This design comes from an exercise in tuning for small area on the open sky130 flow, not from production work. The RTL was checked by simulation tests, not by an equivalence proof against the original design.

==> inputs of build 48 <==
==> flow/design.v (excerpt) <==
module pcpu(
 input wire clock, enable, reset, start,
 input wire [15:0] d_datain,
 input wire [15:0] i_datain,
 output  [7:0] i_addr,
 output  [7:0] d_addr,
 output  [15:0] d_dataout,
 output  d_we
    );
Settings: LEC_CHECK=0, CAP_MARGIN=20, CORE_MARGIN=2, CORE_UTILIZATION=40, PLACE_DENSITY=0.6, SLEW_MARGIN=20; clock period 8.0 ns.
standard.sh (not shown) runs the stock make flow with config.mk's settings and CLKGATE_MAP_FILE= SYNTH_SCRIPT=/design/flow/synth_recipe.tcl, a recipe that flattens the netlist after the stock synthesis.
==> flow/flow/run.sh <==
#!/bin/bash
# Own layout flow: the standard flow (standard.sh, the ORFS make flow with
# the standard flow's config.mk and knobs) with these changes:
#  - the port buffers that global placement inserts are the smallest buffer;
#  - clock tree synthesis uses clkbuf_4 in clusters of up to 8 sinks (50 um) and
#    inserts no dummy loads.
# Each tool's full output goes to the ORFS logs under orfs/logs and to
# own_flow.log in the work folder.
set -euo pipefail
W=$(pwd)
F=$W/flow
export OWN_ABC_SCRIPT=$F/area.abc
export OWN_ABC_PLAIN=$F/plain.abc
cat > $W/own_synth.tcl <<EOT
proc abc {args} {
  set i [lsearch -exact \$args -script]
  if {\$i < 0} { yosys abc {*}\$args; return }
  set a1 \$args
  lset a1 [expr {\$i + 1}] \$::env(OWN_ABC_PLAIN)
  yosys abc {*}\$a1 pcpu_sel pcpu_sela pcpu_shf
  set a2 \$args
  lset a2 [expr {\$i + 1}] \$::env(OWN_ABC_SCRIPT)
  yosys abc {*}\$a2 pcpu
}
source $W/synth_recipe.tcl
EOT
grep -q "SYNTH_SCRIPT=" standard.sh
sed -e "s#SYNTH_SCRIPT=[^ ]*#SYNTH_SCRIPT=$W/own_synth.tcl SYNTH_HIERARCHICAL=1 'BUFFER_PORTS_ARGS=-buffer_cell sky130_fd_sc_hd__buf_1' 'CTS_ARGS=-sink_clustering_enable -repair_clock_nets -dont_use_dummy_load -buf_list sky130_fd_sc_hd__clkbuf_4 -sink_clustering_size 8 -sink_clustering_max_diameter 50'#" \
  standard.sh > $W/own_standard.sh
bash $W/own_standard.sh finish > $W/own_flow.log 2>&1
test -s $W/out/final.def
==> flow/flow/area.abc <==
&get -n
&st
&syn4
&dch
&nf -R 2000
&put
==> flow/flow/plain.abc <==
&get -n
&st
&nf -R 2000
&put
==> trial 2: changes against build 48 <==
--- a/flow/design.v
+++ b/flow/design.v
@@ -94,27 +94,29 @@
 wire sb_wb = exec & b_fw & !b_ex & b_wb;
 wire sb_mm = exec & b_fw & !b_ex & !b_wb & b_mm;
 wire sb_rf = exec & !id_imlo & !id_imhi & !(b_fw & (b_ex | b_wb | b_mm));
 wire [2:0] rb = id_st ? r1 : r3;
 wire [15:0] ALUo;
-wire [7:0] sga, sgb;
-genvar gk;
-generate for (gk = 0; gk < 8; gk = gk + 1) begin : g_sel
-  assign sga[gk] = sa_rf & gv[gk] & (ra == gk);
-  assign sgb[gk] = sb_rf & gv[gk] & (rb == gk);
-end endgenerate
-wire [15:0] a_nx, b_nx;
-wire [127:0] grv = {gr[7], gr[6], gr[5], gr[4], gr[3], gr[2], gr[1], gr[0]};
-pcpu_sela sel_a(.sg(sga), .se(sa_ex), .sw(sa_wb), .sm(sa_mm), .sh(~exec),
-  .g(grv), .e(ALUo), .w(reg_C1), .m(reg_C), .h(reg_A), .y(a_nx));
-pcpu_sel sel_b(.sg(sgb), .se(sb_ex), .sw(sb_wb), .sm(sb_mm), .sh(~exec),
-  .si(exec & (id_imlo | id_imhi)),
-  .g(grv), .e(ALUo), .w(reg_C1), .m(reg_C), .h(reg_B),
-  .i(id_imhi ? {id_ir[7:0], 8'b0} : {8'b0, id_ir[7:0]}), .y(b_nx));
+reg [15:0] rfa, rfb;
+integer k;
+always @(*) begin
+  rfa = 16'b0;
+  rfb = 16'b0;
+  for (k = 0; k < 8; k = k + 1) begin
+    rfa = rfa | ({16{sa_rf & gv[k] & (ra == k)}} & gr[k]);
+    rfb = rfb | ({16{sb_rf & gv[k] & (rb == k)}} & gr[k]);
+  end
+end
+wire [15:0] a_nx = ({16{sa_ex}} & ALUo) | ({16{sa_wb}} & reg_C1) |
+                   ({16{sa_mm}} & reg_C) | rfa;
+wire [15:0] b_nx = ({16{sb_ex}} & ALUo) | ({16{sb_wb}} & reg_C1) |
+                   ({16{sb_mm}} & reg_C) | rfb |
+                   ({16{exec & id_imlo}} & {8'b0, id_ir[7:0]}) |
+                   ({16{exec & id_imhi}} & {id_ir[7:0], 8'b0});
 always @(posedge clock) begin
-  reg_A <= a_nx;
-  reg_B <= b_nx;
+  reg_A <= a_nx | ({16{~exec}} & reg_A);
+  reg_B <= b_nx | ({16{~exec}} & reg_B);
 end
 always @(posedge clock or negedge reset)
   if (!reset) ex_hi <= 8'b0;
   else if (exec) ex_hi <= id_hi;
 always @(posedge clock)
@@ -140,12 +142,26 @@
 end endgenerate
 wire cout = cy[16];
 wire [15:0] xx = ({16{ex_add}} & cy[15:0]) | ({16{ex_or}} & g) | ({16{ex_and}} & (reg_A | reg_B));
 wire [15:0] lo = p ^ xx;
 wire [3:0] sh = ex_ir[3:0];
-wire [15:0] shr;
-pcpu_shf shf(.a(reg_A), .s(sh), .r(exop[1]), .f(exop[1] & exop[0] & reg_A[15]), .y(shr));
+wire sh_r = exop[1];
+wire sh_f = exop[1] & exop[0] & reg_A[15];    
+wire [15:0] st0, st1, st2, st3, shr;
+function [15:0] shstage(input [15:0] x, input en, input r, input f, input integer d);
+  integer i;
+  begin
+    for (i = 0; i < 16; i = i + 1)
+      if (!en) shstage[i] = x[i];
+      else if (!r) shstage[i] = (i >= d) ? x[i-d] : 1'b0;
+      else shstage[i] = (i + d <= 15) ? x[i+d] : f;
+  end
+endfunction
+assign st1 = shstage(reg_A, sh[0], sh_r, sh_f, 1);
+assign st2 = shstage(st1, sh[1], sh_r, sh_f, 2);
+assign st3 = shstage(st2, sh[2], sh_r, sh_f, 4);
+assign shr = shstage(st3, sh[3], sh_r, sh_f, 8);
 wire [3:0] shi = (exop[1] ^ exop[0]) ? sh - 4'b0001 : ~sh;
 wire shc = reg_A[shi];
 assign ALUo = ({16{exec & (ex_add | ex_and | ex_or | ex_xor)}} & lo) |
               ({16{exec & ex_shf}} & shr) |
               ({16{~exec | ex_hold}} & reg_C);
@@ -221,57 +237,5 @@
     else if (gwe && c1v && wb_d == gj) gv[gj] <= 1'b1;
 end endgenerate
 always @(posedge clock)
   if (exec && !w_nw) gr[wb_d] <= reg_C1;
 endmodule
-module pcpu_sel(
- input wire [7:0] sg,
- input wire se, sw, sm, sh, si,
- input wire [127:0] g,
- input wire [15:0] e, w, m, h, i,
- output wire [15:0] y
-    );
-genvar b;
-generate for (b = 0; b < 16; b = b + 1) begin : g_bit
-  wire t0 = (sg[0] & g[b]) | (sg[1] & g[16+b]) | (sg[2] & g[32+b]);
-  wire t1 = (sg[3] & g[48+b]) | (sg[4] & g[64+b]) | (sg[5] & g[80+b]);
-  wire t2 = (sg[6] & g[96+b]) | (sg[7] & g[112+b]) | (sh & h[b]);
-  wire t3 = (se & e[b]) | (sw & w[b]) | (sm & m[b]);
-  assign y[b] = t0 | t1 | t2 | t3 | (si & i[b]);
-end endgenerate
-endmodule
-module pcpu_shf(
- input wire [15:0] a,
- input wire [3:0] s,
- input wire r, f,
- output wire [15:0] y
-    );
-wire [3:0] kp = ~s, kl = s & {4{~r}}, kr = s & {4{r}};
-wire [15:0] n1, p2, n3;
-genvar b;
-generate for (b = 0; b < 16; b = b + 1) begin : g_bit
-  assign n1[b] = ~((kp[0] & a[b]) | (kl[0] & (b >= 1 ? a[b-1] : 1'b0)) |
-                   (kr[0] & (b <= 14 ? a[b+1] : f)));
-  assign p2[b] = ~((kp[1] & n1[b]) | (kl[1] & (b >= 2 ? n1[b-2] : 1'b1)) |
-                   (kr[1] & (b <= 13 ? n1[b+2] : ~f)));
-  assign n3[b] = ~((kp[2] & p2[b]) | (kl[2] & (b >= 4 ? p2[b-4] : 1'b0)) |
-                   (kr[2] & (b <= 11 ? p2[b+4] : f)));
-  assign y[b] = ~((kp[3] & n3[b]) | (kl[3] & (b >= 8 ? n3[b-8] : 1'b1)) |
-                  (kr[3] & (b <= 7 ? n3[b+8] : ~f)));
-end endgenerate
-endmodule
-module pcpu_sela(
- input wire [7:0] sg,
- input wire se, sw, sm, sh,
- input wire [127:0] g,
- input wire [15:0] e, w, m, h,
- output wire [15:0] y
-    );
-genvar b;
-generate for (b = 0; b < 16; b = b + 1) begin : g_bit
-  wire t0 = (sg[0] & g[b]) | (sg[1] & g[16+b]) | (sg[2] & g[32+b]);
-  wire t1 = (sg[3] & g[48+b]) | (sg[4] & g[64+b]) | (sg[5] & g[80+b]);
-  wire t2 = (sg[6] & g[96+b]) | (sg[7] & g[112+b]) | (sh & h[b]);
-  wire t3 = (se & e[b]) | (sw & w[b]) | (sm & m[b]);
-  assign y[b] = t0 | t1 | t2 | t3;
-end endgenerate
-endmodule
==> flow/flow/run.sh (replaced) <==
#!/bin/bash
# Own layout flow: the standard flow (standard.sh, the ORFS make flow with
# the standard flow's config.mk and knobs) with two changes:
#  - synthesis is synth_recipe.tcl unchanged except that ABC maps the logic with
#    an area-oriented script (flow/area.abc); every Yosys step that creates or
#    names registers is the standard one, so the registers are the standard
#    synthesis's, by name and cell;
#  - the port buffers that global placement inserts are the smallest buffer;
#  - clock tree synthesis uses clkbuf_4 in clusters of up to 8 sinks (50 um) and
#    inserts no dummy loads.
# Each tool's full output goes to the ORFS logs under orfs/logs and to
# own_flow.log in the work folder.
set -euo pipefail
W=$(pwd)
F=$W/flow
export OWN_ABC_SCRIPT=$F/area.abc
cat > $W/own_synth.tcl <<EOT
proc abc {args} {
  set i [lsearch -exact \$args -script]
  if {\$i >= 0} { lset args [expr {\$i + 1}] \$::env(OWN_ABC_SCRIPT) }
  yosys abc {*}\$args
}
source $W/synth_recipe.tcl
EOT
grep -q "SYNTH_SCRIPT=" standard.sh
sed -e "s#SYNTH_SCRIPT=[^ ]*#SYNTH_SCRIPT=$W/own_synth.tcl 'BUFFER_PORTS_ARGS=-buffer_cell sky130_fd_sc_hd__buf_1' 'CTS_ARGS=-sink_clustering_enable -repair_clock_nets -dont_use_dummy_load -buf_list sky130_fd_sc_hd__clkbuf_4 -sink_clustering_size 8 -sink_clustering_max_diameter 50'#" \
  standard.sh > $W/own_standard.sh
bash $W/own_standard.sh finish > $W/own_flow.log 2>&1
test -s $W/out/final.def
removed: flow/flow/plain.abc
==> qor.txt <==
synth top area cells: edfxtp_1 (36%), a222oi_1 (12%), dfrtp_1 (12%)
compound-cell area share of the yosys netlist: 24.5%
Inverters, non-clock: 29
final hold slack: 462 ps
slew margin rel.: 32.3%
Setup Skew: 96.3 ps
metal1 wirelength: 18.6 mm
Max stage delay on crit path: 810 ps
Starting Density: 40.7%
crit share post-route: 90.4%
worst setup margin: 768 ps
outcome: complete, no violations
final instance area: 14600 sq um
sequential area share after synthesis: 54.8%
clock latency (worst-skew pair): 680 ps
The numbers above come from build 48.

==> qor.txt <==
final hold slack: 468 ps
compound-cell area share of the yosys netlist: 22.0%
Max stage delay on crit path: 690 ps
final instance area: 14600 sq um
outcome: complete, no violations
metal1 wirelength: 19.9 mm
Setup Skew: 148 ps
Inverters, non-clock: 16
Starting Density: 40.8%
clock latency (worst-skew pair): 710 ps
The numbers above come from trial 2.

## separate check: timing with driven ports
The results above use ideal ports. As a check the final layouts listed here were re-extracted and re-timed, cells and wires unchanged. Step 1: set_driving_cell puts a clkbuf_16 on clock and a buf_2 on each other input, an assumption about the parent block. Step 2 moves the port delays by t, midway between the first and last clock arrival at a register: inputs arrive t later, outputs are due t later. That takes back most of the time a late clock gives input paths. a / b / c = ideal / step 1 / step 2; a / b = the first two.
| run | t (ns) | slack for setup (ns) | latest minus earliest clock arrival (ns) |
|---|---|---|---|
| build 48 | 0.676 | 0.768 / 0.768 / 0.768 | 0.113 / 0.113 |
| trial 2 | 0.687 | 1.078 / 1.078 / 1.078 | 0.148 / 0.148 |
After both steps setup and hold are still met in every run listed.
